Context: an optimization exercise on an open-source flow, tuned for small area. The choices shown serve that exercise and are no tape-out recipe. At most, simulation tests tie the RTL to the original design; equivalence was not proved. Power and IR drop assume default switching activity.

== trial 85 ==
## MemChecker
module MemChecker(
  input          clock,
  input          reset,
  output [31:0]  io_mem_address,
  output [63:0]  io_mem_byteenable,
  output         io_mem_read,
  input  [511:0] io_mem_readdata,
  input  [1:0]   io_mem_response,
  output         io_mem_write,
  output [511:0] io_mem_writedata,
  input          io_mem_waitrequest,
  input          io_mem_readdatavalid,
  input          io_mem_writeresponsevalid,
  output [7:0]   io_mem_burstcount,
  output         io_ctrl_AW_ready,
  input          io_ctrl_AW_valid,
  input  [7:0]   io_ctrl_AW_bits_addr,
  input  [2:0]   io_ctrl_AW_bits_prot,
  output         io_ctrl_W_ready,
  input          io_ctrl_W_valid,
  input  [31:0]  io_ctrl_W_bits_wdata,
  input  [3:0]   io_ctrl_W_bits_wstrb,
  input          io_ctrl_B_ready,
  output         io_ctrl_B_valid,
  output [1:0]   io_ctrl_B_bits,
  output         io_ctrl_AR_ready,
  input          io_ctrl_AR_valid,
  input  [7:0]   io_ctrl_AR_bits_addr,
  input  [2:0]   io_ctrl_AR_bits_prot,
  input          io_ctrl_R_ready,
  output         io_ctrl_R_valid,
  output [31:0]  io_ctrl_R_bits_rdata,
  output [1:0]   io_ctrl_R_bits_rresp
);
  reg         reset_d;     
  always @(posedge clock) reset_d <= reset;
  reg  [1:0]  state_wr;    
  reg         wr_en;
  reg  [5:0]  wr_addr;
  reg  [31:0] wr_data;
  reg  [1:0]  state_rd;    
  reg  [5:0]  rd_addr;
  reg  [31:0] rd_data;
  wire wr_s0 = state_wr == 2'd0;
  wire wr_s1 = state_wr == 2'd1;
  wire wr_s2 = state_wr == 2'd2;
  wire wr_s3 = state_wr == 2'd3;
  wire aw_rdy = wr_s0 | wr_s2;
  wire w_rdy  = wr_s0 | wr_s1;
  always @(posedge clock) begin
    if (reset) begin
      state_wr <= 2'd0;
    end else begin
      case (state_wr)
        2'd0: state_wr <= io_ctrl_AW_valid ? (io_ctrl_W_valid ? 2'd3 : 2'd1) : (io_ctrl_W_valid ? 2'd2 : 2'd0);
  ...
Size: roughly 640 flip-flops.
==> flow/config.mk <==
export PLATFORM = sky130hd
export DESIGN_NAME = MemChecker
export DESIGN_NICKNAME = MemChecker
export VERILOG_FILES = /design/flow/design.v
export SDC_FILE = /design/flow/constraint.sdc
export NUM_CORES = 8
export LEC_CHECK = 0
export ABC_AREA = 0
export CAP_MARGIN = 30
export CORE_MARGIN = 2
export CORE_UTILIZATION = 40
export SLEW_MARGIN = 30
==> flow/constraint.sdc <==
create_clock -name core_clock -period 10.0 [get_ports {clock}]
set_input_delay 2.0000 -clock core_clock [delete_from_list [all_inputs] [get_ports {clock}]]
set_output_delay 2.0000 -clock core_clock [all_outputs]
set_load 0.01 [all_outputs]
run.sh (not shown) runs the stock make flow with config.mk's settings and CLKGATE_MAP_FILE= SYNTH_SCRIPT=/design/flow/synth_recipe.tcl, a recipe that flattens the netlist after the stock synthesis.
Trial 85 did not run to completion, as it errored out during 3_2_place_iop.
Input-level comparison between build 68 and trial 85:
Settings: removing CORE_UTILIZATION (formerly 40); setting DIE_AREA to 0 0 425 425 for the first time; setting CORE_AREA to 3 3 422 422 for the first time; removing CORE_MARGIN (formerly 2).
## What came out
- The sole clean run among build 68 and trial 85 is build 68.
- Trial 85 did not make it past 3_2_place_iop, where a tool error ended it.
- Total standard cell area after synthesis came out exactly the same in build 68 and trial 85.
- Going from trial 85 to build 68, die outline width rose by 26%; portion of the post-synthesis area used by sequential elements saw little to no change; synthesized area per cell neither gained nor lost much; count of mapped cells out of synthesis ~0 delta; multiplexer area fraction after synthesis level.
No functional check of the RTL was part of any run of this note.

Another version of the RTL of MemChecker (not shown whole).
Size in the first run: roughly 1,200 I/O pins.
export LEC_CHECK = 0
export ABC_AREA = 0
export CAP_MARGIN = 20
export CORE_AREA = 3 3 422 422
export DIE_AREA = 0 0 425 425
export PLACE_DENSITY = 0.75
export SLEW_MARGIN = 20
create_clock -name core_clock -period 10.0 [get_ports {clock}]
standard.sh (not shown) runs the stock make flow with config.mk's settings and CLKGATE_MAP_FILE= SYNTH_SCRIPT=/design/flow/synth_recipe.tcl, a recipe that flattens the netlist after the stock synthesis.
==> flow/flow/run.sh <==
#!/bin/bash
# Layout flow: the standard flow (standard.sh) with these changes to how the layout is built:
#  - synthesis is standard.sh's own, except that ABC maps the logic with an area-oriented
#    script (flow/abc_area_nf.script) instead of ORFS's abc_speed.script; the flip-flops,
#    their names and cell types come out as in the standard synthesis;
#  - the port buffers that buffer_ports inserts use the smallest buffer cell (buf_1);
#  - clock tree synthesis runs without dummy loads.
# Output: synth.log (synthesis), standard.log (the rest of the flow); ORFS's logs under orfs/logs.
set -euo pipefail
work=$(pwd)
rm -rf "$work/orfs_scripts"
cp -r "$FLOW_HOME/scripts" "$work/orfs_scripts"
cp "$work/flow/abc_area_nf.script" "$work/orfs_scripts/abc_speed.script"
SCRIPTS_DIR="$work/orfs_scripts" bash standard.sh synth > synth.log 2>&1
export BUFFER_PORTS_ARGS="-buffer_cell sky130_fd_sc_hd__buf_1"
export CTS_ARGS="-sink_clustering_enable -repair_clock_nets -dont_use_dummy_load -buf_list {sky130_fd_sc_hd__clkbuf_4 sky130_fd_sc_hd__clkbuf_8} -sink_clustering_size 16 -sink_clustering_max_diameter 60"
bash standard.sh > standard.log 2>&1
==> flow/flow/abc_area_nf.script <==
&get -n
&st
&dch
&nf -a -R 10000 -E 1000
&put
Then changed:
--- a/flow/flow/run.sh
+++ b/flow/flow/run.sh
@@ -2,8 +2,9 @@
 # Layout flow: the standard flow (standard.sh) with these changes to how the layout is built:
 #  - synthesis is standard.sh's own, except that ABC maps the logic with an area-oriented
-#    script (flow/abc_area_nf.script) instead of ORFS's abc_speed.script; the flip-flops,
-#    their names and cell types come out as in the standard synthesis;
+#    script (flow/abc_area_nf.script: &dch then &nf -a) instead of ORFS's abc_speed.script;
+#    the flip-flops, their names and cell types come out as in the standard synthesis;
 #  - the port buffers that buffer_ports inserts use the smallest buffer cell (buf_1);
-#  - clock tree synthesis runs without dummy loads.
+#  - clock tree synthesis runs without dummy loads, with clkbuf_4/clkbuf_8 and sink clusters of
+#    up to 16 flip-flops within 60 um.
 # Output: synth.log (synthesis), standard.log (the rest of the flow); ORFS's logs under orfs/logs.
 set -euo pipefail
Sequential power is about the same; cell area stays the same; wire length is unchanged; fmax is unchanged; first-iteration DRC count stays the same; cell count stays the same; clock power is about the same; via count is unchanged; worst setup slack stays the same; worst hold slack is unchanged; die area is unchanged.
Then changed:
--- a/flow/flow/run.sh
+++ b/flow/flow/run.sh
@@ -2,5 +2,5 @@
 # Layout flow: the standard flow (standard.sh) with these changes to how the layout is built:
 #  - synthesis is standard.sh's own, except that ABC maps the logic with an area-oriented
-#    script (flow/abc_area_nf.script: &dch then &nf -a) instead of ORFS's abc_speed.script;
+#    script (flow/abc_area_nf.script: &synch2, &dch, then &nf -a) instead of ORFS's abc_speed.script;
 #    the flip-flops, their names and cell types come out as in the standard synthesis;
 #  - the port buffers that buffer_ports inserts use the smallest buffer cell (buf_1);
==> flow/flow/abc_area_nf.script (replaced) <==
&get -n
&st
&synch2
&dch
&nf -a -R 10000 -E 1000
&put
=> The changed run produced a clean layout; utilization came out lower by 0.13 points; combinational power came out lower by about a fifth; maximum frequency came out lower by a few percent.
Then changed:
--- a/flow/flow/run.sh
+++ b/flow/flow/run.sh
@@ -2,5 +2,5 @@
 # Layout flow: the standard flow (standard.sh) with these changes to how the layout is built:
 #  - synthesis is standard.sh's own, except that ABC maps the logic with an area-oriented
-#    script (flow/abc_area_nf.script: &synch2, &dch, then &nf -a) instead of ORFS's abc_speed.script;
+#    script (flow/abc_area_nf.script: &dch then &nf -a) instead of ORFS's abc_speed.script;
 #    the flip-flops, their names and cell types come out as in the standard synthesis;
 #  - the port buffers that buffer_ports inserts use the smallest buffer cell (buf_1);
==> flow/flow/abc_area_nf.script (replaced) <==
&get -n
&st
&dch
&nf -a -R 10000 -E 1000
&put
- GPL_TIMING_DRIVEN: unset -> 0
The new run went through all stages and came out clean.
Non-clock buffer count is higher by 42.
Wire length is lower by roughly a tenth.
Worst setup slack loses 0.36 ns.
Worst hold slack loses 0.028 ns.
Utilization climbs by 1.1 points.
Via count went down slightly.
Synthesized area hardly moves.
Die area does not change.
Design area rises by a few percent.
Power climbs by roughly a tenth.

-- re-timing with driven ports --
Ports are ideal in the flow. The routed layouts listed here were re-timed in OpenROAD.
Step 1: set_driving_cell puts a clkbuf_16 on clock and a buf_2 on each other input, an assumption about the parent block.
Step 2 moves the port delays by t, midway between the first and last clock arrival at a register: inputs arrive t later, outputs are due t later. That takes back most of the time a late clock gives input paths.
Slacks: no drivers / after step 1 / after step 2; pairs: no drivers / after step 1.
run | shift t [ns] | setup WS [ns] | worst register clock-pin slew, ns | worst data-port slew with drivers (ns)
build 68 | 0.714 | 2.660 / 2.587 / 2.773 | 0.06 / 0.06 | 0.32
the first run of note 2 | 0.691 | 1.492 / 1.436 / 0.745 | 0.11 / 0.11 | 0.23
the second run of note 2 | 0.691 | 1.492 / 1.436 / 0.745 | 0.11 / 0.11 | 0.23
the third run of note 2 | 0.690 | 1.082 / 1.106 / 0.417 | 0.11 / 0.11 | 0.47
the fourth run of note 2 | 0.698 | 0.725 / 0.658 / -0.040 | 0.11 / 0.11 | 0.22
Met with ideal ports but missed after step 2: setup timing in the fourth run of note 2. For the fourth run of note 2, which loses most, drivers alone change the setup slack by -0.067 ns; drivers and shift together by -0.765 ns.
